Background: an optimization exercise with open tools, aiming at small area. Do not read the settings as production practice. Function was not checked in any run shown here: the RTL went through the layout flow alone. No activity file was given, so power comes from the tool's default toggle rates.

### design/flow/design.v
module Multiplier32Bit (
	input[31:0] multiplicand,
	input[31:0] multiplier,
	input clk,
	input enable,
	input reset_n,
	output[31:0] aBus,
	output valid
);
	reg[31:0] acc;     
	reg[3:0] q;        
	reg vld;
	wire[31:0] mc = multiplicand;
	wire[31:0] mp = multiplier;
	genvar i;
	wire[3:1] a, o;
	generate
		for (i = 1; i < 4; i = i + 1) begin : gz
			wire a_lo, a_hi, o_lo, o_hi;
			nand4 u0 (.a(mp[8*i]), .b(mp[8*i+1]), .c(mp[8*i+2]), .d(mp[8*i+3]), .y(a_lo));
			nand4 u1 (.a(mp[8*i+4]), .b(mp[8*i+5]), .c(mp[8*i+6]), .d(mp[8*i+7]), .y(a_hi));
			nor2 u2 (.a(a_lo), .b(a_hi), .y(a[i]));
			nor4 u3 (.a(mp[8*i]), .b(mp[8*i+1]), .c(mp[8*i+2]), .d(mp[8*i+3]), .y(o_lo));
			nor4 u4 (.a(mp[8*i+4]), .b(mp[8*i+5]), .c(mp[8*i+6]), .d(mp[8*i+7]), .y(o_hi));
			and2 u5 (.a(o_lo), .b(o_hi), .y(o[i]));
		end
	endgenerate
	wire z1 = (a[3] & a[2] & a[1]) | (o[3] & o[2] & o[1]);   
	wire z2 = (a[3] & a[2]) | (o[3] & o[2]);                 
	wire z3 = a[3] | o[3];                                   
	wire idle = ~|q;
	wire busy = ~idle;
	wire[4:0] s;
	assign s[0] = q[0];
	assign s[1] = q[1] | (idle & z1);
	assign s[2] = q[2] | (idle & z2 & ~z1);
	assign s[3] = q[3] | (idle & z3 & ~z2);
	assign s[4] = idle & ~z3;
	wire[6:0] w;
	generate
		for (i = 0; i < 7; i = i + 1) begin : gw
			wire x, y;
			if (i == 0) begin : b0
				aoi22 u0 (.a1(s[1]), .a2(mp[5]), .b1(s[2]), .b2(mp[11]), .y(x));
			end else begin : bn
				aoi222 u0 (.a1(s[0]), .a2(mp[i-1]), .b1(s[1]), .b2(mp[i+5]), .c1(s[2]), .c2(mp[i+11]), .y(x));
			end
			aoi22 u1 (.a1(s[3]), .a2(mp[i+17]), .b1(s[4]), .b2(mp[i+23]), .y(y));
			nand2 u2 (.a(x), .b(y), .y(w[i]));
		end
	endgenerate
	wire d3 = ~z2 & z3;
	wire d4 = ~z3;
	wire cp = idle & d3 & mp[23] & ~mp[24];    
	wire cm = idle & d3 & ~mp[23] & mp[24];    
	wire[7:0] orc;                             
	wire[7:0] mneg;                            
	assign orc[1] = mc[0];
	assign mneg[0] = mc[0];
	generate
		for (i = 1; i < 8; i = i + 1) begin : gn
			if (i > 1) begin : bo
				or2 u0 (.a(orc[i-1]), .b(mc[i-1]), .y(orc[i]));
			end
			xor2 u1 (.a(mc[i]), .b(orc[i]), .y(mneg[i]));
		end
	endgenerate
	wire[1:0] v = {mp[31] ^ (mp[30] & mp[29]), mp[30] ^ mp[29]};
	wire[1:0] init4 = {(mc[1] & v[0]) ^ (mc[0] & v[1]), mc[0] & v[0]};
	wire[1:0] i4_n = ~({2{idle & d4}} & init4);
	wire[25:0] prev;
	generate
		for (i = 0; i < 26; i = i + 1) begin : gp
			if (i < 8) begin : lo
				wire x;
				aoi222 u0 (.a1(busy), .a2(acc[i]), .b1(cp), .b2(mc[i]), .c1(cm), .c2(mneg[i]), .y(x));
				if (i < 2) begin : b4
					nand2 u1 (.a(x), .b(i4_n[i]), .y(prev[i]));
				end else begin : bx
					inv u1 (.a(x), .y(prev[i]));
				end
			end else if (i < 20) begin : mid
				and2 u0 (.a(busy), .b(acc[i]), .y(prev[i]));
			end else begin : hi
				assign prev[i] = acc[i];
			end
		end
	endgenerate
	wire[2:0] one, two, neg;
	generate
		for (i = 0; i < 3; i = i + 1) begin : ge
			wire t;
			xor2 u0 (.a(w[2*i]), .b(w[2*i+1]), .y(one[i]));
			xnor2 u1 (.a(w[2*i+2]), .b(w[2*i+1]), .y(t));
			nor2 u2 (.a(t), .b(one[i]), .y(two[i]));
			assign neg[i] = w[2*i+2];
		end
	endgenerate
	wire one0 = one[0], two0 = two[0], n0 = neg[0];
	wire one1 = one[1], two1 = two[1], n1 = neg[1];
	wire one2 = one[2], two2 = two[2], n2 = neg[2];
	wire[31:0] r0;
	wire[29:0] r1;
	wire[27:0] r2;
	wire x0 = one0 & mc[0];
	wire k0 = n0 & ~x0;
	wire x1 = one1 & mc[0];
	wire k1 = n1 & ~x1;
	wire x2 = one2 & mc[0];
	wire k2 = n2 & ~x2;
	assign r0[0] = x0;
	assign r1[0] = x1;
	assign r2[0] = x2;
	generate
		for (i = 1; i < 32; i = i + 1) begin : g0
			booth_cell u (.one(one0), .two(two0), .neg(n0), .a(mc[i]), .b(mc[i-1]), .p(r0[i]));
		end
		for (i = 1; i < 30; i = i + 1) begin : g1
			booth_cell u (.one(one1), .two(two1), .neg(n1), .a(mc[i]), .b(mc[i-1]), .p(r1[i]));
		end
		for (i = 1; i < 28; i = i + 1) begin : g2
			booth_cell u (.one(one2), .two(two2), .neg(n2), .a(mc[i]), .b(mc[i-1]), .p(r2[i]));
		end
	endgenerate
	wire[31:0] next;
	wire pend_c;       
	wire t_1;
	wire t_2;
	wire t_3;
	wire t_4;
	wire t_5;
	wire t_6;
	wire t_7;
	wire t_8;
	wire t_9;
	wire t_10;
	wire t_11;
	wire t_12;
	wire t_13;
	wire t_14;
	wire t_15;
	wire t_16;
	wire t_17;
	wire t_18;
	wire t_19;
	wire t_20;
	wire t_21;
	wire t_22;
	wire t_23;
	wire t_24;
	wire t_25;
	wire t_26;
	wire t_27;
	wire t_28;
	wire t_29;
	wire t_30;
	wire t_31;
	wire t_32;
	wire t_33;
	wire t_34;
	wire t_35;
	wire t_36;
	wire t_37;
	wire t_38;
	wire t_39;
	wire t_40;
	wire t_41;
	wire t_42;
	wire t_43;
	wire t_44;
	wire t_45;
	wire t_46;
	wire t_47;
	wire t_48;
	wire t_49;
	wire t_50;
	wire t_51;
	wire t_52;
	wire t_53;
	wire t_54;
	wire t_55;
	wire t_56;
	wire t_57;
	wire t_58;
	wire t_59;
	wire t_60;
	wire t_61;
	wire t_62;
	wire t_63;
	wire t_64;
	wire t_65;
	wire t_66;
	wire t_67;
	wire t_68;
	wire t_69;
	wire t_70;
	wire t_71;
	wire t_72;
	wire t_73;
	wire t_74;
	wire t_75;
	wire t_76;
	wire t_77;
	wire t_78;
	wire t_79;
	wire t_80;
	wire t_81;
	wire t_82;
	wire t_83;
	wire t_84;
	wire t_85;
	wire t_86;
	wire t_87;
	wire t_88;
	wire t_89;
	wire t_90;
	wire t_91;
	wire t_92;
	wire t_93;
	wire t_94;
	wire t_95;
	wire t_96;
	wire t_97;
	wire t_98;
	wire t_99;
	wire t_100;
	wire t_101;
	wire t_102;
	wire t_103;
	wire t_104;
	wire t_105;
	wire t_106;
	wire t_107;
	wire t_108;
	wire t_109;
	wire t_110;
	wire t_111;
	wire t_112;
	wire t_113;
	wire t_114;
	wire t_115;
	wire t_116;
	wire t_117;
	wire t_118;
	wire t_119;
	wire t_120;
	wire t_121;
	wire t_122;
	wire t_123;
	wire t_124;
	wire t_125;
	wire t_126;
	wire t_127;
	wire t_128;
	wire t_129;
	wire t_130;
	wire t_131;
	wire t_132;
	wire t_133;
	wire t_134;
	wire t_135;
	wire t_136;
	wire t_137;
	wire t_138;
	wire t_139;
	wire t_140;
	wire t_141;
	wire t_142;
	wire t_143;
	wire t_144;
	wire t_145;
	wire t_146;
	wire t_147;
	wire t_148;
	wire t_149;
	wire t_150;
	wire t_151;
	wire t_152;
	wire t_153;
	wire t_154;
	wire t_155;
	wire t_156;
	wire t_157;
	wire t_158;
	wire t_159;
	wire t_160;
	wire t_161;
	wire t_162;
	wire t_163;
	wire t_164;
	wire t_165;
	wire t_166;
	wire t_167;
	wire t_168;
	wire t_169;
	wire t_170;
	wire t_171;
	wire t_172;
	wire t_173;
	wire t_174;
	wire t_175;
	wire t_176;
	wire t_177;
	wire t_178;
	wire t_179;
	wire t_180;
	wire t_181;
	wire t_182;
	wire t_183;
	wire t_184;
	wire t_185;
	wire t_186;
	wire t_187;
	wire t_188;
	wire t_189;
	wire t_190;
	wire t_191;
	wire t_192;
	wire t_193;
	wire t_194;
	wire t_195;
	wire t_196;
	wire t_197;
	wire t_198;
	wire t_199;
	half_adder ut_1 (.a(r0[5]), .b(r1[3]), .s(t_1), .co(t_2));
	full_adder ut_3 (.a(r0[6]), .b(r1[4]), .c(r2[2]), .s(t_3), .co(t_4));
	full_adder ut_5 (.a(r0[7]), .b(r1[5]), .c(r2[3]), .s(t_5), .co(t_6));
	full_adder ut_7 (.a(r0[8]), .b(r1[6]), .c(r2[4]), .s(t_7), .co(t_8));
	full_adder ut_9 (.a(r0[9]), .b(r1[7]), .c(r2[5]), .s(t_9), .co(t_10));
	full_adder ut_11 (.a(r0[10]), .b(r1[8]), .c(r2[6]), .s(t_11), .co(t_12));
	full_adder ut_13 (.a(r0[11]), .b(r1[9]), .c(r2[7]), .s(t_13), .co(t_14));
	full_adder ut_15 (.a(r0[12]), .b(r1[10]), .c(r2[8]), .s(t_15), .co(t_16));
	full_adder ut_17 (.a(r0[13]), .b(r1[11]), .c(r2[9]), .s(t_17), .co(t_18));
	full_adder ut_19 (.a(r0[14]), .b(r1[12]), .c(r2[10]), .s(t_19), .co(t_20));
	full_adder ut_21 (.a(r0[15]), .b(r1[13]), .c(r2[11]), .s(t_21), .co(t_22));
	full_adder ut_23 (.a(r0[16]), .b(r1[14]), .c(r2[12]), .s(t_23), .co(t_24));
	full_adder ut_25 (.a(r0[17]), .b(r1[15]), .c(r2[13]), .s(t_25), .co(t_26));
	full_adder ut_27 (.a(r0[18]), .b(r1[16]), .c(r2[14]), .s(t_27), .co(t_28));
	full_adder ut_29 (.a(r0[19]), .b(r1[17]), .c(r2[15]), .s(t_29), .co(t_30));
	full_adder ut_31 (.a(r0[20]), .b(r1[18]), .c(r2[16]), .s(t_31), .co(t_32));
	full_adder ut_33 (.a(r0[21]), .b(r1[19]), .c(r2[17]), .s(t_33), .co(t_34));
	full_adder ut_35 (.a(r0[22]), .b(r1[20]), .c(r2[18]), .s(t_35), .co(t_36));
	full_adder ut_37 (.a(r0[23]), .b(r1[21]), .c(r2[19]), .s(t_37), .co(t_38));
	full_adder ut_39 (.a(r0[24]), .b(r1[22]), .c(r2[20]), .s(t_39), .co(t_40));
	full_adder ut_41 (.a(r0[25]), .b(r1[23]), .c(r2[21]), .s(t_41), .co(t_42));
	full_adder ut_43 (.a(r0[26]), .b(r1[24]), .c(r2[22]), .s(t_43), .co(t_44));
	full_adder ut_45 (.a(r0[27]), .b(r1[25]), .c(r2[23]), .s(t_45), .co(t_46));
	full_adder ut_47 (.a(r0[28]), .b(r1[26]), .c(r2[24]), .s(t_47), .co(t_48));
	full_adder ut_49 (.a(r0[29]), .b(r1[27]), .c(r2[25]), .s(t_49), .co(t_50));
	full_adder ut_51 (.a(r0[30]), .b(r1[28]), .c(r2[26]), .s(t_51), .co(t_52));
	assign t_53 = r0[31] ^ r1[29] ^ r2[27];
	half_adder ut_54 (.a(r0[3]), .b(r1[1]), .s(t_54), .co(t_55));
	full_adder ut_56 (.a(r0[4]), .b(r1[2]), .c(r2[0]), .s(t_56), .co(t_57));
	full_adder ut_58 (.a(t_1), .b(r2[1]), .c(k2), .s(t_58), .co(t_59));
	full_adder ut_60 (.a(t_3), .b(prev[0]), .c(t_2), .s(t_60), .co(t_61));
	full_adder ut_62 (.a(t_5), .b(prev[1]), .c(t_4), .s(t_62), .co(t_63));
	full_adder ut_64 (.a(t_7), .b(prev[2]), .c(t_6), .s(t_64), .co(t_65));
	full_adder ut_66 (.a(t_9), .b(prev[3]), .c(t_8), .s(t_66), .co(t_67));
	full_adder ut_68 (.a(t_11), .b(prev[4]), .c(t_10), .s(t_68), .co(t_69));
	full_adder ut_70 (.a(t_13), .b(prev[5]), .c(t_12), .s(t_70), .co(t_71));
	full_adder ut_72 (.a(t_15), .b(prev[6]), .c(t_14), .s(t_72), .co(t_73));
	full_adder ut_74 (.a(t_17), .b(prev[7]), .c(t_16), .s(t_74), .co(t_75));
	full_adder ut_76 (.a(t_19), .b(prev[8]), .c(t_18), .s(t_76), .co(t_77));
	full_adder ut_78 (.a(t_21), .b(prev[9]), .c(t_20), .s(t_78), .co(t_79));
	full_adder ut_80 (.a(t_23), .b(prev[10]), .c(t_22), .s(t_80), .co(t_81));
	full_adder ut_82 (.a(t_25), .b(prev[11]), .c(t_24), .s(t_82), .co(t_83));
	full_adder ut_84 (.a(t_27), .b(prev[12]), .c(t_26), .s(t_84), .co(t_85));
	full_adder ut_86 (.a(t_29), .b(prev[13]), .c(t_28), .s(t_86), .co(t_87));
	full_adder ut_88 (.a(t_31), .b(prev[14]), .c(t_30), .s(t_88), .co(t_89));
	full_adder ut_90 (.a(t_33), .b(prev[15]), .c(t_32), .s(t_90), .co(t_91));
	full_adder ut_92 (.a(t_35), .b(prev[16]), .c(t_34), .s(t_92), .co(t_93));
	full_adder ut_94 (.a(t_37), .b(prev[17]), .c(t_36), .s(t_94), .co(t_95));
	full_adder ut_96 (.a(t_39), .b(prev[18]), .c(t_38), .s(t_96), .co(t_97));
	full_adder ut_98 (.a(t_41), .b(prev[19]), .c(t_40), .s(t_98), .co(t_99));
	full_adder ut_100 (.a(t_43), .b(prev[20]), .c(t_42), .s(t_100), .co(t_101));
	full_adder ut_102 (.a(t_45), .b(prev[21]), .c(t_44), .s(t_102), .co(t_103));
	full_adder ut_104 (.a(t_47), .b(prev[22]), .c(t_46), .s(t_104), .co(t_105));
	full_adder ut_106 (.a(t_49), .b(prev[23]), .c(t_48), .s(t_106), .co(t_107));
	full_adder ut_108 (.a(t_51), .b(prev[24]), .c(t_50), .s(t_108), .co(t_109));
	assign t_110 = t_53 ^ prev[25] ^ t_52;
	half_adder ut_111 (.a(r0[1]), .b(k0), .s(t_111), .co(t_112));
	full_adder ut_113 (.a(r0[2]), .b(r1[0]), .c(t_112), .s(t_113), .co(t_114));
	full_adder ut_115 (.a(t_54), .b(k1), .c(t_114), .s(t_115), .co(t_116));
	full_adder ut_117 (.a(t_56), .b(t_55), .c(t_116), .s(t_117), .co(t_118));
	full_adder ut_119 (.a(t_58), .b(t_57), .c(t_118), .s(t_119), .co(t_120));
	full_adder ut_121 (.a(t_60), .b(t_59), .c(t_120), .s(t_121), .co(t_122));
	full_adder ut_123 (.a(t_62), .b(t_61), .c(t_122), .s(t_123), .co(t_124));
	full_adder ut_125 (.a(t_64), .b(t_63), .c(t_124), .s(t_125), .co(t_126));
	full_adder ut_127 (.a(t_66), .b(t_65), .c(t_126), .s(t_127), .co(t_128));
	full_adder ut_129 (.a(t_68), .b(t_67), .c(t_128), .s(t_129), .co(t_130));
	full_adder ut_131 (.a(t_70), .b(t_69), .c(t_130), .s(t_131), .co(t_132));
	half_adder ut_133 (.a(t_72), .b(t_71), .s(t_133), .co(t_134));
	full_adder ut_135 (.a(t_74), .b(t_73), .c(t_134), .s(t_135), .co(t_136));
	full_adder ut_137 (.a(t_76), .b(t_75), .c(t_136), .s(t_137), .co(t_138));
	full_adder ut_139 (.a(t_78), .b(t_77), .c(t_138), .s(t_139), .co(t_140));
	full_adder ut_141 (.a(t_80), .b(t_79), .c(t_140), .s(t_141), .co(t_142));
	full_adder ut_143 (.a(t_82), .b(t_81), .c(t_142), .s(t_143), .co(t_144));
	full_adder ut_145 (.a(t_84), .b(t_83), .c(t_144), .s(t_145), .co(t_146));
	full_adder ut_147 (.a(t_86), .b(t_85), .c(t_146), .s(t_147), .co(t_148));
	xor2 ut_149 (.a(t_133), .b(t_132), .y(t_149));
	inc_cell ut_150 (.s(t_135), .t(t_133), .c(t_132), .y(t_150));
	and2 ut_151 (.a(t_133), .b(t_135), .y(t_151));
	inc_cell ut_152 (.s(t_137), .t(t_151), .c(t_132), .y(t_152));
	and2 ut_153 (.a(t_151), .b(t_137), .y(t_153));
	inc_cell ut_154 (.s(t_139), .t(t_153), .c(t_132), .y(t_154));
	and2 ut_155 (.a(t_153), .b(t_139), .y(t_155));
	inc_cell ut_156 (.s(t_141), .t(t_155), .c(t_132), .y(t_156));
	and2 ut_157 (.a(t_155), .b(t_141), .y(t_157));
	inc_cell ut_158 (.s(t_143), .t(t_157), .c(t_132), .y(t_158));
	and2 ut_159 (.a(t_157), .b(t_143), .y(t_159));
	inc_cell ut_160 (.s(t_145), .t(t_159), .c(t_132), .y(t_160));
	and2 ut_161 (.a(t_159), .b(t_145), .y(t_161));
	inc_cell ut_162 (.s(t_147), .t(t_161), .c(t_132), .y(t_162));
	and2 ut_163 (.a(t_161), .b(t_147), .y(t_163));
	ao21 ut_164 (.a1(t_163), .a2(t_132), .b(t_148), .y(t_164));
	half_adder ut_165 (.a(t_88), .b(t_87), .s(t_165), .co(t_166));
	full_adder ut_167 (.a(t_90), .b(t_89), .c(t_166), .s(t_167), .co(t_168));
	full_adder ut_169 (.a(t_92), .b(t_91), .c(t_168), .s(t_169), .co(t_170));
	full_adder ut_171 (.a(t_94), .b(t_93), .c(t_170), .s(t_171), .co(t_172));
	full_adder ut_173 (.a(t_96), .b(t_95), .c(t_172), .s(t_173), .co(t_174));
	full_adder ut_175 (.a(t_98), .b(t_97), .c(t_174), .s(t_175), .co(t_176));
	xor2 ut_177 (.a(t_165), .b(t_164), .y(t_177));
	inc_cell ut_178 (.s(t_167), .t(t_165), .c(t_164), .y(t_178));
	and2 ut_179 (.a(t_165), .b(t_167), .y(t_179));
	inc_cell ut_180 (.s(t_169), .t(t_179), .c(t_164), .y(t_180));
	and2 ut_181 (.a(t_179), .b(t_169), .y(t_181));
	inc_cell ut_182 (.s(t_171), .t(t_181), .c(t_164), .y(t_182));
	and2 ut_183 (.a(t_181), .b(t_171), .y(t_183));
	inc_cell ut_184 (.s(t_173), .t(t_183), .c(t_164), .y(t_184));
	and2 ut_185 (.a(t_183), .b(t_173), .y(t_185));
	inc_cell ut_186 (.s(t_175), .t(t_185), .c(t_164), .y(t_186));
	and2 ut_187 (.a(t_185), .b(t_175), .y(t_187));
	ao21 ut_188 (.a1(t_187), .a2(t_164), .b(t_176), .y(t_188));
	half_adder ut_189 (.a(t_100), .b(t_99), .s(t_189), .co(t_190));
	full_adder ut_191 (.a(t_102), .b(t_101), .c(t_190), .s(t_191), .co(t_192));
	full_adder ut_193 (.a(t_104), .b(t_103), .c(t_192), .s(t_193), .co(t_194));
	full_adder ut_195 (.a(t_106), .b(t_105), .c(t_194), .s(t_195), .co(t_196));
	full_adder ut_197 (.a(t_108), .b(t_107), .c(t_196), .s(t_197), .co(t_198));
	assign t_199 = t_110 ^ t_109 ^ t_198;
	assign next[0] = r0[0];
	assign next[1] = t_111;
	assign next[2] = t_113;
	assign next[3] = t_115;
	assign next[4] = t_117;
	assign next[5] = t_119;
	assign next[6] = t_121;
	assign next[7] = t_123;
	assign next[8] = t_125;
	assign next[9] = t_127;
	assign next[10] = t_129;
	assign next[11] = t_131;
	assign next[12] = t_149;
	assign next[13] = t_150;
	assign next[14] = t_152;
	assign next[15] = t_154;
	assign next[16] = t_156;
	assign next[17] = t_158;
	assign next[18] = t_160;
	assign next[19] = t_162;
	assign next[20] = t_177;
	assign next[21] = t_178;
	assign next[22] = t_180;
	assign next[23] = t_182;
	assign next[24] = t_184;
	assign next[25] = t_186;
	assign next[26] = t_189;
	assign next[27] = t_191;
	assign next[28] = t_193;
	assign next[29] = t_195;
	assign next[30] = t_197;
	assign next[31] = t_199;
	assign pend_c = t_188;
	reg pend;
	always @(posedge clk) begin
		acc <= next;
		pend <= pend_c;
	end
	wire[31:26] top;
	wire[31:27] tc;
	half_adder uh26 (.a(acc[26]), .b(pend), .s(top[26]), .co(tc[27]));
	generate
		for (i = 27; i < 31; i = i + 1) begin : gh
			half_adder u (.a(acc[i]), .b(tc[i]), .s(top[i]), .co(tc[i+1]));
		end
	endgenerate
	xor2 uh31 (.a(acc[31]), .b(tc[31]), .y(top[31]));
	always @(posedge clk, negedge reset_n) begin
		if (reset_n == 0) begin
			q <= 4'd0;
			vld <= 0;
		end else if (enable) begin
			q <= {~z3, z3 & ~z2, z2 & ~z1, z1};
			vld <= 0;
		end else begin
			q <= {1'b0, q[3:1]};
			vld <= q[0];
		end
	end
	assign aBus = {top, acc[25:0]};
	assign valid = vld;
endmodule
module booth_cell (
	input one,
	input two,
	input neg,
	input a,
	input b,
	output p
);
	wire m_n;
	aoi22 u0 (.a1(one), .a2(a), .b1(two), .b2(b), .y(m_n));
	xnor2 u1 (.a(m_n), .b(neg), .y(p));
endmodule
module aoi22 (
	input a1,
	input a2,
	input b1,
	input b2,
	output y
);
	assign y = ~((a1 & a2) | (b1 & b2));
endmodule
module xnor2 (
	input a,
	input b,
	output y
);
	assign y = ~(a ^ b);
endmodule
module xor2 (
	input a,
	input b,
	output y
);
	assign y = a ^ b;
endmodule
module and2 (
	input a,
	input b,
	output y
);
	assign y = a & b;
endmodule
module ao21 (
	input a1,
	input a2,
	input b,
	output y
);
	assign y = (a1 & a2) | b;
endmodule
module inc_cell (
	input s,
	input t,
	input c,
	output y
);
	assign y = s ^ (t & c);
endmodule
module full_adder (
	input a,
	input b,
	input c,
	output s,
	output co
);
	assign s = a ^ b ^ c;
	assign co = (a & b) | (a & c) | (b & c);
endmodule
module half_adder (
	input a,
	input b,
	output s,
	output co
);
	assign s = a ^ b;
	assign co = a & b;
endmodule
module nand4 (
	input a,
	input b,
	input c,
	input d,
	output y
);
	assign y = ~(a & b & c & d);
endmodule
module nor4 (
	input a,
	input b,
	input c,
	input d,
	output y
);
	assign y = ~(a | b | c | d);
endmodule
module nand2 (
	input a,
	input b,
	output y
);
	assign y = ~(a & b);
endmodule
module nor2 (
	input a,
	input b,
	output y
);
	assign y = ~(a | b);
endmodule
module or2 (
	input a,
	input b,
	output y
);
	assign y = a | b;
endmodule
module inv (
	input a,
	output y
);
	assign y = ~a;
endmodule
module aoi222 (
	input a1,
	input a2,
	input b1,
	input b2,
	input c1,
	input c2,
	output y
);
	assign y = ~((a1 & a2) | (b1 & b2) | (c1 & c2));
endmodule
### design/flow/flow/run.sh
#!/bin/bash
export BUFFER_PORTS_ARGS="-buffer_cell sky130_fd_sc_hd__buf_1"
export CTS_ARGS="-sink_clustering_enable -repair_clock_nets -dont_use_dummy_load -buf_list sky130_fd_sc_hd__clkbuf_8"
export POST_FLOORPLAN_TCL="$PWD/flow/downsize.tcl"
bash standard.sh RECOVER_POWER=100 finish > standard.log 2>&1
### design/flow/flow/downsize.tcl
# Sourced after floorplanning (POST_FLOORPLAN_TCL): set every logic cell to
# the smallest drive strength of its function. Placement-stage repair and
# timing repair size up again where timing or slew needs it.
set db [ord::get_db]
set n 0
foreach inst [[ord::get_db_block] getInsts] {
  set m [[$inst getMaster] getName]
  if {![regexp {^(sky130_fd_sc_hd__[a-z0-9]+)_([0-9]+)$} $m -> base drive]} { continue }
  if {[regexp {dfxtp|dfrtp|conb|tap|fill|decap|clkbuf|clkinv|clkdly|dly} $base]} { continue }
  foreach d {0 1 2} {
    if {$d >= $drive} { break }
    set cand "${base}_$d"
    if {[$db findMaster $cand] != "NULL" && [llength [get_lib_cells -quiet $cand]] > 0 && [lsearch $::env(DONT_USE_CELLS) $cand] < 0} {
      replace_cell [$inst getName] $cand
      incr n
      break
    }
  }
}
puts "downsize: $n cells set to their smallest drive strength"
### design/flow/standard.sh
#!/bin/bash
# synth_recipe.tcl (not shown) runs the flow's synth.tcl, then flattens the netlist and writes it again
# the make line also repeats each setting of config.mk as NAME=value (left out here)
make -C /OpenROAD-flow-scripts/flow DESIGN_CONFIG=/design/flow/config.mk WORK_HOME=/design/flow/orfs CLKGATE_MAP_FILE= SYNTH_SCRIPT=/design/flow/synth_recipe.tcl "${@:-finish}"
### design/flow/config.mk
export PLATFORM = sky130hd
export DESIGN_NAME = Multiplier32Bit
export DESIGN_NICKNAME = Multiplier32Bit
export VERILOG_FILES = /design/flow/design.v
export SDC_FILE = /design/flow/constraint.sdc
export NUM_CORES = 4
export LEC_CHECK = 0
export CAP_MARGIN = 20
export CORE_MARGIN = 2
export CORE_UTILIZATION = 40
export CTS_BUF_LIST = sky130_fd_sc_hd__clkbuf_8
export SLEW_MARGIN = 20
export SYNTH_HIERARCHICAL = 1
export SYNTH_MINIMUM_KEEP_SIZE = 0
### design/flow/constraint.sdc
create_clock -name core_clock -period 10.0 [get_ports {clk}]
set_input_delay 2.0000 -clock core_clock [delete_from_list [all_inputs] [get_ports {clk}]]
set_output_delay 2.0000 -clock core_clock [all_outputs]
set_load 0.01 [all_outputs]
==> metrics.cfg, run 1 <==
[floorplanning]
die_x_um=124
rows=43
die_area_um2=15400
start_util_pct=41.3
ios=100
core_um2=14000
fp.dieH_um=124

[yosys]
synth_ff_type=dfxtp_1
synth_fa_ha_area_share_pct=29.6
synth_top_family_by_area=adder cells
synth-xor-area-share_pct=18.5
synth_edf_count=0
synth.avg_cell_area_um2=11.6
synth_most_common_cell=xnor2_1
syn-cell-area_um2=5770
synthDistinctLibCells=34
synthTopCellsByCount=106 x xnor2_1, 95 x a22oi_2, 78 x fa_1
yosys.area_share.simple_pct=9.97
yosys.area.top_type=fa_1
synthArstFlopShare_pct=13.2
synth_seq_cells=38
ys_warn_count=7
synth_cells=498
synthTopCellsByArea=fa_1 27%, a22oi_2 21%, xnor2_1 16%
synth_compound_area_share_pct=24.2
synth_fp_nets=655
muxShareOfSynthArea_pct=0.195
yosysTopAreaCellShare_pct=27.0
ys_seq_area_share_pct=13.6

[pwr]
powerDensity_nw_per_um2=484
irDropWorstVdd_mv=0.367
intPower_mw=1.50
clockPowerShare_pct=3.5
swShare_pct=47.2
comb_power_share_pct=84.8
leakage_nw=2.04
p_sw_mw=1.34
power_frac_seq_pct=11.7

[sta]
fin_skew_ns=0.0118
fmax_ghz=0.106
finalCritPeriodShare_pct=94.7
worst_slew_pin_slew_ns=0.850
setup_violations=0
maxSlewHeadroom_pct=43.3
hold_slack_ns=0.533
period_needed_ns=9.47
slew_viol_final=0
tns_ns=0
final-hold-violation-count=0
worst_slack_ns=0.527
rsz0062_at_grt=no

[routing]
drtIter0Drc=319
ant_nets=0
wl_per_cell_um=17.9
totalWireLength_um=13800
viasPerCell=5.52
num_vias=4256
drc=0
drt_pass1_iterations=7

[clock_tree]
clk_latency_ns=0.30
clk_root_buffer_cell=clkbuf_8
cts_tree=built
cts_htree_levels=2
numCtsBuffers=5
cts_hold_buf=0
cts_buffer_depth=2
cts_sinks=38
path_clk_slew_ns=0.08

[run]
drv_cap=0

[worst_setup_path]
crit_path_top_delay_cell=fa_1
endpoint_kind=flip-flop
cp_top_family=adder cells
max_stage_delay_ns=0.56
cp_data_arrival_time_ns=9.70
cpMostUsedCell=fa_1
cp_max_fo=21
worstPathRequired_ns=10.23
cp-start-kind=input pin
path_buf_inv=2
worstSetupPathType=in2reg

[final_layout]
layout-drive-gt1-share_pct=4.57
seq_area_um2=786
nNetsFinal=750
area_growth_pct=1.47
n_fill_cell=1419
diodes=0
stdcell_count=771
multi_input_area_um2=4260

[global_routing]
antenna_found_initial=0
grt_max_degree=31
grt_pass1_wl_um=22200
grt-ovfl-total=0
grt_usage_pct=18.6
grt_pass1_vias=4339

[run_status]
status=no timing/DRC/antenna violations

[placement]
hpwl_um=11000
place_ws_ns=0.128
port_buffers=99
finalWeightedCongestion=0.916
placed_cells=766

[worst_hold_path]
min_path_type=reg2reg

==> worst paths after layout <==
kind	start	end	slack [ns]	cells past startpoint
min in group asynchronous	reset_n	q[1]	1.55	1
max in group asynchronous	reset_n	vld	8.24	1
hold / removal	q[3]	q[2]	0.53	1
setup reg to reg	q[3]	acc[24]	1.60	23
hold reg to reg	q[3]	q[2]	0.53	1
setup / recovery	multiplier[29]	acc[24]	0.53	26
==> sequential cells by signal, summed over array words and instances (netlist names) <==
name,flops
acc,32
pend,1
q,4
vld,1
==> placed cells by master (no fill, tap or decap), types with 5 or more instances in the layout <==
master	netlist	final
clkbuf_8	0	5
xor2_1	16	14
xnor2_1	106	106
inv_1	6	6
nand4_1	6	6
ha_1	12	12
fa_1	78	78
and2_0	0	31
buf_4	26	16
a222oi_1	14	14
a22oi_1	0	95
nor2_1	9	7
dfrtp_1	5	5
dfxtp_1	33	33
nor4_1	0	6
nand2_1	22	20
or2_0	0	6
buf_1	0	97
nor2b_1	5	5
==> modules after synthesis (local to each module, per instance), excerpt <==
module	cell area, um2	times used	flip-flops and latches	cells
inc_cell	12.5	12	0	2
inv	3.75	6	0	1
ao21	7.51	2	0	1
aoi222	10.0	14	0	1
Multiplier32Bit	1280	1	38	105
nand2	3.75	9	0	1
full_adder	20.0	78	0	1
xor2	8.76	13	0	1
nor4	12.5	6	0	1
aoi22	12.5	95	0	1
and2	6.26	27	0	1
half_adder	12.5	11	0	1
==> logic make-up after synthesis <==
group | count (synthesis)
buffers and inverters | 33
AO/OA/AOI/OAI | 119
XOR/XNOR | 122
multiplexers | 1
AND/OR/NAND/NOR | 95
adder cells (fa/ha/maj) | 90
flip-flops | 38
==> per-stage QoR <==
stage	utilization [%]	power [mW]	cell area (um2)
after floorplan	-	2.31	5870
after global placement	41.4	2.69	5790
after detailed placement	41.4	2.76	5790
after CTS	41.9	2.88	5860
after global routing	41.9	3.20	5860
final	41.9	2.84	5860
==> area by class of cell <==
class                      instances  share of cell area [%]
sequential                        38                    13.4
tap                              180                    3.84
inverter                           6                   0.384
timing repair buffer             115                    8.39
clock buffer                       5                    1.17
multi-input combinational        427                    72.8
==> timing repair <==
action | in CTS | in global routing
endpoints found under the hold margin | 0 | 0
gates resized for setup | 0 | 1
endpoints found under the setup margin | 0 | 3
setup buffers | 0 | 0
==> power by group through the flow <==
stage          registers [mW]  logic [mW]  clock network [mW]
6_report                0.333        2.41              0.0980
5_1_grt                 0.343        2.75               0.109
2_1_floorplan           0.319        1.99                   0
3_3_place_gp            0.337        2.35                   0
4_1_cts                 0.335        2.44               0.104
3_5_place_dp            0.338        2.42                   0
==> metal layers <==
| layer | wire (um) | part of all wire (%) | global-route usage [%] |
|---|---|---|---|
| met1 | 6130 | 44 | 26.6 |
| met2 | 6580 | 48 | 29.0 |
| met3 | 889 | 6.4 | 3.62 |
| met4 | 209 | 1.5 | 4.28 |
| met5 | 0 | 0 | 0 |
==> run 2: changes to the inputs <==
--- a/design/flow/design.v
+++ b/design/flow/design.v
@@ -321,8 +321,6 @@
 	wire t_195;
 	wire t_196;
 	wire t_197;
-	wire t_198;
-	wire t_199;
 	half_adder ut_1 (.a(r0[5]), .b(r1[3]), .s(t_1), .co(t_2));
 	full_adder ut_3 (.a(r0[6]), .b(r1[4]), .c(r2[2]), .s(t_3), .co(t_4));
 	full_adder ut_5 (.a(r0[7]), .b(r1[5]), .c(r2[3]), .s(t_5), .co(t_6));
@@ -390,54 +388,52 @@
 	full_adder ut_127 (.a(t_66), .b(t_65), .c(t_126), .s(t_127), .co(t_128));
 	full_adder ut_129 (.a(t_68), .b(t_67), .c(t_128), .s(t_129), .co(t_130));
 	full_adder ut_131 (.a(t_70), .b(t_69), .c(t_130), .s(t_131), .co(t_132));
-	half_adder ut_133 (.a(t_72), .b(t_71), .s(t_133), .co(t_134));
-	full_adder ut_135 (.a(t_74), .b(t_73), .c(t_134), .s(t_135), .co(t_136));
+	full_adder ut_133 (.a(t_72), .b(t_71), .c(t_132), .s(t_133), .co(t_134));
+	half_adder ut_135 (.a(t_74), .b(t_73), .s(t_135), .co(t_136));
 	full_adder ut_137 (.a(t_76), .b(t_75), .c(t_136), .s(t_137), .co(t_138));
 	full_adder ut_139 (.a(t_78), .b(t_77), .c(t_138), .s(t_139), .co(t_140));
 	full_adder ut_141 (.a(t_80), .b(t_79), .c(t_140), .s(t_141), .co(t_142));
 	full_adder ut_143 (.a(t_82), .b(t_81), .c(t_142), .s(t_143), .co(t_144));
 	full_adder ut_145 (.a(t_84), .b(t_83), .c(t_144), .s(t_145), .co(t_146));
 	full_adder ut_147 (.a(t_86), .b(t_85), .c(t_146), .s(t_147), .co(t_148));
-	xor2 ut_149 (.a(t_133), .b(t_132), .y(t_149));
-	inc_cell ut_150 (.s(t_135), .t(t_133), .c(t_132), .y(t_150));
-	and2 ut_151 (.a(t_133), .b(t_135), .y(t_151));
-	inc_cell ut_152 (.s(t_137), .t(t_151), .c(t_132), .y(t_152));
-	and2 ut_153 (.a(t_151), .b(t_137), .y(t_153));
-	inc_cell ut_154 (.s(t_139), .t(t_153), .c(t_132), .y(t_154));
-	and2 ut_155 (.a(t_153), .b(t_139), .y(t_155));
-	inc_cell ut_156 (.s(t_141), .t(t_155), .c(t_132), .y(t_156));
-	and2 ut_157 (.a(t_155), .b(t_141), .y(t_157));
-	inc_cell ut_158 (.s(t_143), .t(t_157), .c(t_132), .y(t_158));
-	and2 ut_159 (.a(t_157), .b(t_143), .y(t_159));
-	inc_cell ut_160 (.s(t_145), .t(t_159), .c(t_132), .y(t_160));
-	and2 ut_161 (.a(t_159), .b(t_145), .y(t_161));
-	inc_cell ut_162 (.s(t_147), .t(t_161), .c(t_132), .y(t_162));
-	and2 ut_163 (.a(t_161), .b(t_147), .y(t_163));
-	ao21 ut_164 (.a1(t_163), .a2(t_132), .b(t_148), .y(t_164));
-	half_adder ut_165 (.a(t_88), .b(t_87), .s(t_165), .co(t_166));
-	full_adder ut_167 (.a(t_90), .b(t_89), .c(t_166), .s(t_167), .co(t_168));
-	full_adder ut_169 (.a(t_92), .b(t_91), .c(t_168), .s(t_169), .co(t_170));
-	full_adder ut_171 (.a(t_94), .b(t_93), .c(t_170), .s(t_171), .co(t_172));
-	full_adder ut_173 (.a(t_96), .b(t_95), .c(t_172), .s(t_173), .co(t_174));
-	full_adder ut_175 (.a(t_98), .b(t_97), .c(t_174), .s(t_175), .co(t_176));
-	xor2 ut_177 (.a(t_165), .b(t_164), .y(t_177));
-	inc_cell ut_178 (.s(t_167), .t(t_165), .c(t_164), .y(t_178));
-	and2 ut_179 (.a(t_165), .b(t_167), .y(t_179));
-	inc_cell ut_180 (.s(t_169), .t(t_179), .c(t_164), .y(t_180));
-	and2 ut_181 (.a(t_179), .b(t_169), .y(t_181));
-	inc_cell ut_182 (.s(t_171), .t(t_181), .c(t_164), .y(t_182));
-	and2 ut_183 (.a(t_181), .b(t_171), .y(t_183));
-	inc_cell ut_184 (.s(t_173), .t(t_183), .c(t_164), .y(t_184));
-	and2 ut_185 (.a(t_183), .b(t_173), .y(t_185));
-	inc_cell ut_186 (.s(t_175), .t(t_185), .c(t_164), .y(t_186));
-	and2 ut_187 (.a(t_185), .b(t_175), .y(t_187));
-	ao21 ut_188 (.a1(t_187), .a2(t_164), .b(t_176), .y(t_188));
-	half_adder ut_189 (.a(t_100), .b(t_99), .s(t_189), .co(t_190));
-	full_adder ut_191 (.a(t_102), .b(t_101), .c(t_190), .s(t_191), .co(t_192));
-	full_adder ut_193 (.a(t_104), .b(t_103), .c(t_192), .s(t_193), .co(t_194));
-	full_adder ut_195 (.a(t_106), .b(t_105), .c(t_194), .s(t_195), .co(t_196));
-	full_adder ut_197 (.a(t_108), .b(t_107), .c(t_196), .s(t_197), .co(t_198));
-	assign t_199 = t_110 ^ t_109 ^ t_198;
+	full_adder ut_149 (.a(t_88), .b(t_87), .c(t_148), .s(t_149), .co(t_150));
+	full_adder ut_151 (.a(t_90), .b(t_89), .c(t_150), .s(t_151), .co(t_152));
+	xor2 ut_153 (.a(t_135), .b(t_134), .y(t_153));
+	inc_cell ut_154 (.s(t_137), .t(t_135), .c(t_134), .y(t_154));
+	and2 ut_155 (.a(t_135), .b(t_137), .y(t_155));
+	inc_cell ut_156 (.s(t_139), .t(t_155), .c(t_134), .y(t_156));
+	and2 ut_157 (.a(t_155), .b(t_139), .y(t_157));
+	inc_cell ut_158 (.s(t_141), .t(t_157), .c(t_134), .y(t_158));
+	and2 ut_159 (.a(t_157), .b(t_141), .y(t_159));
+	inc_cell ut_160 (.s(t_143), .t(t_159), .c(t_134), .y(t_160));
+	and2 ut_161 (.a(t_159), .b(t_143), .y(t_161));
+	inc_cell ut_162 (.s(t_145), .t(t_161), .c(t_134), .y(t_162));
+	and2 ut_163 (.a(t_161), .b(t_145), .y(t_163));
+	inc_cell ut_164 (.s(t_147), .t(t_163), .c(t_134), .y(t_164));
+	and2 ut_165 (.a(t_163), .b(t_147), .y(t_165));
+	inc_cell ut_166 (.s(t_149), .t(t_165), .c(t_134), .y(t_166));
+	and2 ut_167 (.a(t_165), .b(t_149), .y(t_167));
+	inc_cell ut_168 (.s(t_151), .t(t_167), .c(t_134), .y(t_168));
+	and2 ut_169 (.a(t_167), .b(t_151), .y(t_169));
+	ao21 ut_170 (.a1(t_169), .a2(t_134), .b(t_152), .y(t_170));
+	half_adder ut_171 (.a(t_92), .b(t_91), .s(t_171), .co(t_172));
+	full_adder ut_173 (.a(t_94), .b(t_93), .c(t_172), .s(t_173), .co(t_174));
+	xor2 ut_175 (.a(t_171), .b(t_170), .y(t_175));
+	inc_cell ut_176 (.s(t_173), .t(t_171), .c(t_170), .y(t_176));
+	and2 ut_177 (.a(t_171), .b(t_173), .y(t_177));
+	ao21 ut_178 (.a1(t_177), .a2(t_170), .b(t_174), .y(t_178));
+	half_adder ut_179 (.a(t_96), .b(t_95), .s(t_179), .co(t_180));
+	full_adder ut_181 (.a(t_98), .b(t_97), .c(t_180), .s(t_181), .co(t_182));
+	xor2 ut_183 (.a(t_179), .b(t_178), .y(t_183));
+	inc_cell ut_184 (.s(t_181), .t(t_179), .c(t_178), .y(t_184));
+	and2 ut_185 (.a(t_179), .b(t_181), .y(t_185));
+	ao21 ut_186 (.a1(t_185), .a2(t_178), .b(t_182), .y(t_186));
+	half_adder ut_187 (.a(t_100), .b(t_99), .s(t_187), .co(t_188));
+	full_adder ut_189 (.a(t_102), .b(t_101), .c(t_188), .s(t_189), .co(t_190));
+	full_adder ut_191 (.a(t_104), .b(t_103), .c(t_190), .s(t_191), .co(t_192));
+	full_adder ut_193 (.a(t_106), .b(t_105), .c(t_192), .s(t_193), .co(t_194));
+	full_adder ut_195 (.a(t_108), .b(t_107), .c(t_194), .s(t_195), .co(t_196));
+	assign t_197 = t_110 ^ t_109 ^ t_196;
 	assign next[0] = r0[0];
 	assign next[1] = t_111;
 	assign next[2] = t_113;
@@ -450,27 +446,27 @@
 	assign next[9] = t_127;
 	assign next[10] = t_129;
 	assign next[11] = t_131;
-	assign next[12] = t_149;
-	assign next[13] = t_150;
-	assign next[14] = t_152;
-	assign next[15] = t_154;
-	assign next[16] = t_156;
-	assign next[17] = t_158;
-	assign next[18] = t_160;
-	assign next[19] = t_162;
-	assign next[20] = t_177;
-	assign next[21] = t_178;
-	assign next[22] = t_180;
-	assign next[23] = t_182;
-	assign next[24] = t_184;
-	assign next[25] = t_186;
-	assign next[26] = t_189;
-	assign next[27] = t_191;
-	assign next[28] = t_193;
-	assign next[29] = t_195;
-	assign next[30] = t_197;
-	assign next[31] = t_199;
-	assign pend_c = t_188;
+	assign next[12] = t_133;
+	assign next[13] = t_153;
+	assign next[14] = t_154;
+	assign next[15] = t_156;
+	assign next[16] = t_158;
+	assign next[17] = t_160;
+	assign next[18] = t_162;
+	assign next[19] = t_164;
+	assign next[20] = t_166;
+	assign next[21] = t_168;
+	assign next[22] = t_175;
+	assign next[23] = t_176;
+	assign next[24] = t_183;
+	assign next[25] = t_184;
+	assign next[26] = t_187;
+	assign next[27] = t_189;
+	assign next[28] = t_191;
+	assign next[29] = t_193;
+	assign next[30] = t_195;
+	assign next[31] = t_197;
+	assign pend_c = t_186;
 	reg pend;
 	always @(posedge clk) begin
 		acc <= next;
==> run 2 against run 1 <==
  * Still clean on timing, DRC and antenna
  * Clock skew rose by 0.0038 ns
  * Critical path depth is 2 higher
  * Die area fell by 0.48%
  * Non-clock buffer count increased by 10
  * Sequential power hardly changed
  * Final cell count up 0.78%
  * Combinational power shrank 3%
  * Utilization is 0.59 points higher
  * Critical path type unchanged
  * Largest cell class unchanged
  * Highest routed layer unchanged
==> metrics.cfg, run 2 <==
[routing]
totalWireLength_um=14000
wl_per_cell_um=18.0
drtIter0Drc=353
drt_pass1_iterations=5
drc=0
ant_nets=0
num_vias=4321
viasPerCell=5.56

[worst_setup_path]
cp_data_arrival_time_ns=9.80
cp_max_fo=22
worstSetupPathType=in2reg
endpoint_kind=flip-flop
worstPathRequired_ns=10.20
cp-start-kind=input pin

[global_routing]
grt_max_degree=29
antenna_found_initial=0
grt_pass1_wl_um=22500
grt_usage_pct=19.0
grt_pass1_vias=4394
grt-ovfl-total=0

[worst_hold_path]
min_path_type=reg2reg

[yosys]
synth_most_common_cell=xnor2_1
synth_fp_nets=651
synth_edf_count=0
ys_seq_area_share_pct=13.7
synth_seq_cells=38
yosys.area.top_type=fa_1
synthTopCellsByArea=fa_1 27%, a22oi_2 21%, xnor2_1 16%
synthArstFlopShare_pct=13.2
synth_ff_type=dfxtp_1
synthDistinctLibCells=34
synth.avg_cell_area_um2=11.6
ys_warn_count=7
yosysTopAreaCellShare_pct=26.8
synthTopCellsByCount=104 x xnor2_1, 95 x a22oi_2, 77 x fa_1
synth_cells=494
syn-cell-area_um2=5740

[sta]
final-hold-violation-count=0
fin_skew_ns=0.0156
tns_ns=0
fmax_ghz=0.104
rsz0062_at_grt=no
maxSlewHeadroom_pct=41.7
setup_violations=0
slew_viol_final=0
period_needed_ns=9.60
worst_slew_pin_slew_ns=0.874
finalCritPeriodShare_pct=96.0

[floorplanning]
fp.dieH_um=124
ios=100
die_x_um=124
rows=43
die_area_um2=15300
core_um2=13900
start_util_pct=41.2

[clock_tree]
numCtsBuffers=5
clk_root_buffer_cell=clkbuf_8
cts_buffer_depth=2
clk_latency_ns=0.30
cts_htree_levels=2
cts_sinks=38
cts_tree=built
path_clk_slew_ns=0.08

[run_status]
status=no timing/DRC/antenna violations

[pwr]
leakage_nw=2.10
intPower_mw=1.46
irDropWorstVdd_mv=0.212
powerDensity_nw_per_um2=468
power_mw=2.77
swShare_pct=47.2
power_frac_seq_pct=12.1
p_sw_mw=1.31
comb_power_share_pct=84.2
clockPowerShare_pct=3.7

[placement]
hpwl_um=11100
port_buffers=99
finalWeightedCongestion=0.976

[final_layout]
n_fill_cell=1390
nNetsFinal=756
area_growth_pct=3.03
final_common_cell=xnor2_1
final_cell_mix=104 x xnor2_1, 96 x buf_1, 95 x a22oi_1, 76 x fa_1, 33 x dfxtp_1
diodes=0
largest_reg_flops=32
layout-drive-gt1-share_pct=6.87
top_register=acc
reg_top3=acc x32, q x4

[run]
drv_cap=0

## run 2: cell types whose count changed after synthesis
cell / change
a21o_1: +1
and2_1: -2
fa_1: -1
ha_1: +1
nand2_1: -2
xnor2_1: -2
xor2_1: +1
## run 2: layout make-up
type,count,area (um2),share of cell area (%)
multi-input combinational,423,4250,71.8
sequential,38,786,13.3
timing repair buffer,125,567,9.58
tap,180,225,3.81
clock buffer,5,68.8,1.16
inverter,6,22.5,0.381
## run 2: worst max-delay path, stage by stage
cell      delay [ns]
clkbuf_1        0.23
nor4_1          0.09
and2_0          0.16
a22o_1          0.25
and2b_1         0.16
a21o_1          0.25
a222oi_1        0.46
nand2_2         0.19
xnor2_1         0.18
nor2_2          0.15
buf_6           0.23
a22oi_1         0.11
xnor2_1         0.17
fa_1            0.54
fa_1            0.47
ha_1            0.21
fa_1            0.38
fa_1            0.39
fa_1            0.41
fa_1            0.39
fa_1            0.39
fa_1            0.38
fa_1            0.39
fa_1            0.47
and2_0          0.16
a21o_1          0.19
a21o_1          0.22
xor2_1          0.17
## run 2: metal layers
layer,up-vias,track usage (%),routed length (um)
met5,-,0,0
li1,1968,-,-
met4,0,5.11,250
met2,157,29.0,6560
met1,2179,28.1,6350
met3,17,2.88,859
## run 2: metrics by stage
stage               std cells  util (%)  hold slack [ns]  setup WS, ns  cell area (um2)
detailed placement        771      41.8            0.522       -0.0557             5830
finish                    777      42.5            0.541         0.396             5920
global placement          771      41.8            0.524        0.0800             5830
global route              777      42.5            0.574        0.0273             5920
CTS                       776      42.3            0.535         0.236             5900
floorplan                 494         -            0.489       -0.0926             5880
## run 2: final timing paths
check / from / to / slack (ns) / depth (start not counted)
setup / recovery: multiplier[23] / acc[24] / 0.40 / 28
hold / removal: q[3] / q[2] / 0.54 / 1
setup reg to reg: q[3] / acc[24] / 1.44 / 26
hold reg to reg: q[3] / q[2] / 0.54 / 1
max in group asynchronous: reset_n / q[0] / 8.23 / 1
min in group asynchronous: reset_n / vld / 1.55 / 1
## run 2: Yosys stat by module, one instance, submodules excluded, excerpt
module,cells,area (um2)
aoi22,1,12.5
xor2,1,8.76
or2,1,6.26
ao21,1,7.51
inc_cell,2,12.5
and2,1,6.26
full_adder,1,20.0
half_adder,1,12.5
nand2,1,3.75
inv,1,3.75
nor2,1,3.75
nand4,1,6.26
aoi222,1,10.0
nor4,1,12.5
Multiplier32Bit,105,1280
xnor2,1,8.76
## run 2: logic make-up (layout without fill, tap and decap cells)
kind of cell | Yosys count | in the layout | share of synthesized area (%)
buffers and inverters | 33 | 136 | 3.88
xor gates and xnor gates | 121 | 121 | 18.4
DFF | 38 | 38 | 13.7
muxes | 1 | 1 | 0.196
adders and majority gates | 90 | 90 | 29.7
AOI/OAI and AO/OA | 120 | 120 | 24.5
and+or+nand+nor | 91 | 91 | 9.67
## run 2: power groups by stage
stage               logic [mW]  registers, mW  clock network [mW]
finish                    2.33          0.334               0.102
global route              2.65          0.342               0.110
CTS                       2.36          0.336               0.105
detailed placement        2.34          0.338                   0
global placement          2.32          0.336                   0
floorplan                 1.97          0.318                   0
## run 2: timing repair
item | 4_1_cts | 5_1_grt
hold buffers | 0 | 0
resized for setup | 0 | 6
setup buffers | 0 | 1
setup endpoints to repair | 0 | 4
hold endpoints to repair | 0 | 0
==> run 3: changes to the inputs <==
--- a/design/flow/design.v
+++ b/design/flow/design.v
@@ -395,39 +395,39 @@
 	full_adder ut_141 (.a(t_80), .b(t_79), .c(t_140), .s(t_141), .co(t_142));
 	full_adder ut_143 (.a(t_82), .b(t_81), .c(t_142), .s(t_143), .co(t_144));
 	full_adder ut_145 (.a(t_84), .b(t_83), .c(t_144), .s(t_145), .co(t_146));
-	full_adder ut_147 (.a(t_86), .b(t_85), .c(t_146), .s(t_147), .co(t_148));
-	full_adder ut_149 (.a(t_88), .b(t_87), .c(t_148), .s(t_149), .co(t_150));
-	full_adder ut_151 (.a(t_90), .b(t_89), .c(t_150), .s(t_151), .co(t_152));
-	xor2 ut_153 (.a(t_135), .b(t_134), .y(t_153));
-	inc_cell ut_154 (.s(t_137), .t(t_135), .c(t_134), .y(t_154));
-	and2 ut_155 (.a(t_135), .b(t_137), .y(t_155));
-	inc_cell ut_156 (.s(t_139), .t(t_155), .c(t_134), .y(t_156));
-	and2 ut_157 (.a(t_155), .b(t_139), .y(t_157));
-	inc_cell ut_158 (.s(t_141), .t(t_157), .c(t_134), .y(t_158));
-	and2 ut_159 (.a(t_157), .b(t_141), .y(t_159));
-	inc_cell ut_160 (.s(t_143), .t(t_159), .c(t_134), .y(t_160));
-	and2 ut_161 (.a(t_159), .b(t_143), .y(t_161));
-	inc_cell ut_162 (.s(t_145), .t(t_161), .c(t_134), .y(t_162));
-	and2 ut_163 (.a(t_161), .b(t_145), .y(t_163));
-	inc_cell ut_164 (.s(t_147), .t(t_163), .c(t_134), .y(t_164));
-	and2 ut_165 (.a(t_163), .b(t_147), .y(t_165));
-	inc_cell ut_166 (.s(t_149), .t(t_165), .c(t_134), .y(t_166));
-	and2 ut_167 (.a(t_165), .b(t_149), .y(t_167));
-	inc_cell ut_168 (.s(t_151), .t(t_167), .c(t_134), .y(t_168));
-	and2 ut_169 (.a(t_167), .b(t_151), .y(t_169));
-	ao21 ut_170 (.a1(t_169), .a2(t_134), .b(t_152), .y(t_170));
-	half_adder ut_171 (.a(t_92), .b(t_91), .s(t_171), .co(t_172));
-	full_adder ut_173 (.a(t_94), .b(t_93), .c(t_172), .s(t_173), .co(t_174));
-	xor2 ut_175 (.a(t_171), .b(t_170), .y(t_175));
-	inc_cell ut_176 (.s(t_173), .t(t_171), .c(t_170), .y(t_176));
-	and2 ut_177 (.a(t_171), .b(t_173), .y(t_177));
-	ao21 ut_178 (.a1(t_177), .a2(t_170), .b(t_174), .y(t_178));
-	half_adder ut_179 (.a(t_96), .b(t_95), .s(t_179), .co(t_180));
-	full_adder ut_181 (.a(t_98), .b(t_97), .c(t_180), .s(t_181), .co(t_182));
-	xor2 ut_183 (.a(t_179), .b(t_178), .y(t_183));
-	inc_cell ut_184 (.s(t_181), .t(t_179), .c(t_178), .y(t_184));
-	and2 ut_185 (.a(t_179), .b(t_181), .y(t_185));
-	ao21 ut_186 (.a1(t_185), .a2(t_178), .b(t_182), .y(t_186));
+	xor2 ut_147 (.a(t_135), .b(t_134), .y(t_147));
+	inc_cell ut_148 (.s(t_137), .t(t_135), .c(t_134), .y(t_148));
+	and2 ut_149 (.a(t_135), .b(t_137), .y(t_149));
+	inc_cell ut_150 (.s(t_139), .t(t_149), .c(t_134), .y(t_150));
+	and2 ut_151 (.a(t_149), .b(t_139), .y(t_151));
+	inc_cell ut_152 (.s(t_141), .t(t_151), .c(t_134), .y(t_152));
+	and2 ut_153 (.a(t_151), .b(t_141), .y(t_153));
+	inc_cell ut_154 (.s(t_143), .t(t_153), .c(t_134), .y(t_154));
+	and2 ut_155 (.a(t_153), .b(t_143), .y(t_155));
+	inc_cell ut_156 (.s(t_145), .t(t_155), .c(t_134), .y(t_156));
+	and2 ut_157 (.a(t_155), .b(t_145), .y(t_157));
+	ao21 ut_158 (.a1(t_157), .a2(t_134), .b(t_146), .y(t_158));
+	half_adder ut_159 (.a(t_86), .b(t_85), .s(t_159), .co(t_160));
+	full_adder ut_161 (.a(t_88), .b(t_87), .c(t_160), .s(t_161), .co(t_162));
+	full_adder ut_163 (.a(t_90), .b(t_89), .c(t_162), .s(t_163), .co(t_164));
+	full_adder ut_165 (.a(t_92), .b(t_91), .c(t_164), .s(t_165), .co(t_166));
+	full_adder ut_167 (.a(t_94), .b(t_93), .c(t_166), .s(t_167), .co(t_168));
+	full_adder ut_169 (.a(t_96), .b(t_95), .c(t_168), .s(t_169), .co(t_170));
+	full_adder ut_171 (.a(t_98), .b(t_97), .c(t_170), .s(t_171), .co(t_172));
+	xor2 ut_173 (.a(t_159), .b(t_158), .y(t_173));
+	inc_cell ut_174 (.s(t_161), .t(t_159), .c(t_158), .y(t_174));
+	and2 ut_175 (.a(t_159), .b(t_161), .y(t_175));
+	inc_cell ut_176 (.s(t_163), .t(t_175), .c(t_158), .y(t_176));
+	and2 ut_177 (.a(t_175), .b(t_163), .y(t_177));
+	inc_cell ut_178 (.s(t_165), .t(t_177), .c(t_158), .y(t_178));
+	and2 ut_179 (.a(t_177), .b(t_165), .y(t_179));
+	inc_cell ut_180 (.s(t_167), .t(t_179), .c(t_158), .y(t_180));
+	and2 ut_181 (.a(t_179), .b(t_167), .y(t_181));
+	inc_cell ut_182 (.s(t_169), .t(t_181), .c(t_158), .y(t_182));
+	and2 ut_183 (.a(t_181), .b(t_169), .y(t_183));
+	inc_cell ut_184 (.s(t_171), .t(t_183), .c(t_158), .y(t_184));
+	and2 ut_185 (.a(t_183), .b(t_171), .y(t_185));
+	ao21 ut_186 (.a1(t_185), .a2(t_158), .b(t_172), .y(t_186));
 	half_adder ut_187 (.a(t_100), .b(t_99), .s(t_187), .co(t_188));
 	full_adder ut_189 (.a(t_102), .b(t_101), .c(t_188), .s(t_189), .co(t_190));
 	full_adder ut_191 (.a(t_104), .b(t_103), .c(t_190), .s(t_191), .co(t_192));
@@ -447,18 +447,18 @@
 	assign next[10] = t_129;
 	assign next[11] = t_131;
 	assign next[12] = t_133;
-	assign next[13] = t_153;
-	assign next[14] = t_154;
-	assign next[15] = t_156;
-	assign next[16] = t_158;
-	assign next[17] = t_160;
-	assign next[18] = t_162;
-	assign next[19] = t_164;
-	assign next[20] = t_166;
-	assign next[21] = t_168;
-	assign next[22] = t_175;
-	assign next[23] = t_176;
-	assign next[24] = t_183;
+	assign next[13] = t_147;
+	assign next[14] = t_148;
+	assign next[15] = t_150;
+	assign next[16] = t_152;
+	assign next[17] = t_154;
+	assign next[18] = t_156;
+	assign next[19] = t_173;
+	assign next[20] = t_174;
+	assign next[21] = t_176;
+	assign next[22] = t_178;
+	assign next[23] = t_180;
+	assign next[24] = t_182;
 	assign next[25] = t_184;
 	assign next[26] = t_187;
 	assign next[27] = t_189;
==> run 3 against run 2 <==
  * Still clean on timing, DRC and antenna
  * Clock power is essentially flat
  * Sequential power is essentially flat
  * Worst hold slack gained 0.0064 ns
  * Utilization shrank 0.71 points
  * Critical path depth shrank 2
  * Via count shrank 0.35%
  * Flip-flop and latch count is the same
  * First-iteration DRC count shrank 9.1%
  * Fmax grew 0.33%
  * Routed wire length grew 0.74%
  * Power grew 3.0%
  * Largest cell class unchanged
  * Highest routed layer unchanged
==> metrics.cfg, run 3 <==
[run_status]
status=no timing/DRC/antenna violations

[worst_setup_path]
cpMostUsedCell=fa_1
worstSetupPathType=in2reg
max_stage_delay_ns=0.55
crit_path_top_delay_cell=fa_1
path_buf_inv=2
r2r_slack_ns=1.41
cp_data_arrival_time_ns=9.76
cp_max_fo=13
endpoint_kind=flip-flop
worstPathRequired_ns=10.18
cp_top_family=adder cells
cp-start-kind=input pin

[final_layout]
area_growth_pct=1.52
n_fill_cell=1398
final_util_pct=41.8
fin_area_um2=5840
nNetsFinal=748
final_cell_mix=105 x xnor2_1, 97 x buf_1, 95 x a22oi_1, 78 x fa_1, 33 x dfxtp_1
final_common_cell=xnor2_1
diodes=0
multi_input_area_um2=4240
largest_reg_flops=32
layout-drive-gt1-share_pct=4.75
top_register=acc
reg_top3=acc x32, q x4
seq_area_um2=786
stdcell_count=769

[sta]
final-hold-violation-count=0
setup_violations=0
worst_slack_ns=0.428
slew_viol_final=0
rsz0062_at_grt=no
maxSlewHeadroom_pct=39.8
tns_ns=0
worst_slew_pin_slew_ns=0.903
finalCritPeriodShare_pct=95.7
fin_skew_ns=0.0169
fmax_ghz=0.104
period_needed_ns=9.57
hold_slack_ns=0.547

[yosys]
synthTopCellsByCount=105 x xnor2_1, 95 x a22oi_2, 78 x fa_1
synth_most_common_cell=xnor2_1
synth_compound_area_share_pct=24.3
ys_seq_area_share_pct=13.7
synth_fp_nets=652
ys_warn_count=7
synth_fa_ha_area_share_pct=29.7
syn-cell-area_um2=5750
yosys.area_share.simple_pct=9.83
synth-xor-area-share_pct=18.4
synth_edf_count=0
synth_cells=495
synth_top_family_by_area=adder cells
yosys.area.top_type=fa_1
synthTopCellsByArea=fa_1 27%, a22oi_2 21%, xnor2_1 16%
synth_ff_type=dfxtp_1
yosysTopAreaCellShare_pct=27.1
muxShareOfSynthArea_pct=0.196
synth.avg_cell_area_um2=11.6
synth_seq_cells=38
synthArstFlopShare_pct=13.2
synthDistinctLibCells=34

[pwr]
comb_power_share_pct=84.7
clockPowerShare_pct=3.6
irDropWorstVdd_mv=0.202
p_sw_mw=1.36
intPower_mw=1.49
powerDensity_nw_per_um2=489
swShare_pct=47.8
power_mw=2.85
leakage_nw=2.04
power_frac_seq_pct=11.7

[floorplanning]
die_x_um=124
fp.dieH_um=124
start_util_pct=41.1
rows=43
ios=100
core_um2=14000
die_area_um2=15400

[clock_tree]
clk_latency_ns=0.31
cts_hold_buf=0
cts_sinks=38
path_clk_slew_ns=0.08
numCtsBuffers=5
cts_tree=built
cts_buffer_depth=2
clk_root_buffer_cell=clkbuf_8
postCtsSetupRepairBufs=0
cts_htree_levels=2
cts_resized=0

[routing]
drtIter0Drc=321
num_vias=4306
totalWireLength_um=14100
viasPerCell=5.60
ant_nets=0
drc=0
drt_pass1_iterations=7
wl_per_cell_um=18.4

[placement]
place_ws_ns=0.0823
place_area_um2=5780
placed_cells=764
port_buffers=99
hpwl_um=11200
finalWeightedCongestion=0.917

[global_routing]
grtUsageMet3_pct=2.93
grt_pass1_vias=4347
grt_pass1_wl_um=22300
met2_usage_pct=29.9
grt_max_degree=33
busiest_layer=met2
antenna_found_initial=0
use_met1_pct=26.3
grt-ovfl-total=0
grt_usage_pct=18.8

[worst_hold_path]
min_path_type=reg2reg

[run]
drv_cap=0

-- run 3: area by class of cell --
type                    instances  share of cell area, %
clock buffers                   5                   1.18
inverters                       6                  0.386
well taps                     180                   3.86
repair buffers                116                   8.55
flip-flops and latches         38                   13.5
multi-input cells             424                   72.6
-- run 3: cell families (layout without fill, tap and decap cells) --
group,Yosys count,count (layout)
adder cells (fa/ha/maj),90,90
buffers and inverters,33,127
XOR/XNOR,121,121
AO/OA/AOI/OAI,119,119
flip-flops,38,38
AND/OR/NAND/NOR,93,93
multiplexers,1,1
-- run 3: worst reg2reg max path, delay by kind of cell (launching register included) --
family          cells  cell delay, ns
compound gates      3            0.67
xor+xnor            3            0.58
fa+ha+maj          11            4.58
buf+inv             1            0.19
flops               1            0.41
simple gates        5            2.06
-- run 3: Yosys stat by module (local to each module, per instance), a selection --
module	area, um2	flops+latches	times used	cells inside
xor2	8.76	0	13	1
nand2	3.75	0	9	1
half_adder	12.5	0	11	1
xnor2	8.76	0	90	1
or2	6.26	0	6	1
nand4	6.26	0	6	1
aoi222	10.0	0	14	1
Multiplier32Bit	1280	38	1	105
ao21	7.51	0	2	1
-- run 3: power by group through the flow --
| stage | clock network, mW | registers [mW] | logic (mW) |
|---|---|---|---|
| 2_1_floorplan | 0 | 0.319 | 1.97 |
| 3_3_place_gp | 0 | 0.339 | 2.35 |
| 3_5_place_dp | 0 | 0.340 | 2.42 |
| 4_1_cts | 0.107 | 0.337 | 2.44 |
| 5_1_grt | 0.112 | 0.345 | 2.72 |
| 6_report | 0.103 | 0.334 | 2.42 |
-- run 3: layer usage --
layer  vias up  wire (um)
met5         -          0
met4         0        305
met3        19        837
met2       165       6680
met1      2169       6300
li1       1953          -
-- run 3: worst paths after layout --
| check | endpoint | startpoint | cells past startpoint |
|---|---|---|---|
| worst max-delay path | acc[19] | multiplier[29] | 26 |
| worst min-delay path | q[0] | q[1] | 2 |
| worst max register to register | acc[19] | q[3] | 23 |
| worst min register to register | q[0] | q[1] | 2 |
| max in group asynchronous | q[3] | reset_n | 1 |
| min in group asynchronous | vld | reset_n | 1 |

afterwards: timing with drivers on the ports:
In the flow no input, the clock included, has a driving cell. The finished layouts below were timed again as built, in two steps. Step 1: set_driving_cell puts a clkbuf_16 on clk and a buf_2 on each other input, an assumption about the parent block. Step 2 times the ports against the registers' clock, not the clock port: input delays grow and output delays shrink by t, the midpoint of the rising clock arrivals with the driver on. Slacks: ideal ports / drivers / drivers and shift; pairs: ideal ports / drivers.
run	shift t [ns]	setup slack, ns	worst register clock-pin slew, ns
run 1	0.326	0.527 / 0.540 / 0.214	0.08 / 0.08
run 2	0.332	0.396 / 0.408 / 0.076	0.08 / 0.08
run 3	0.335	0.428 / 0.442 / 0.108	0.08 / 0.08
After both steps every run listed still meets setup and hold.
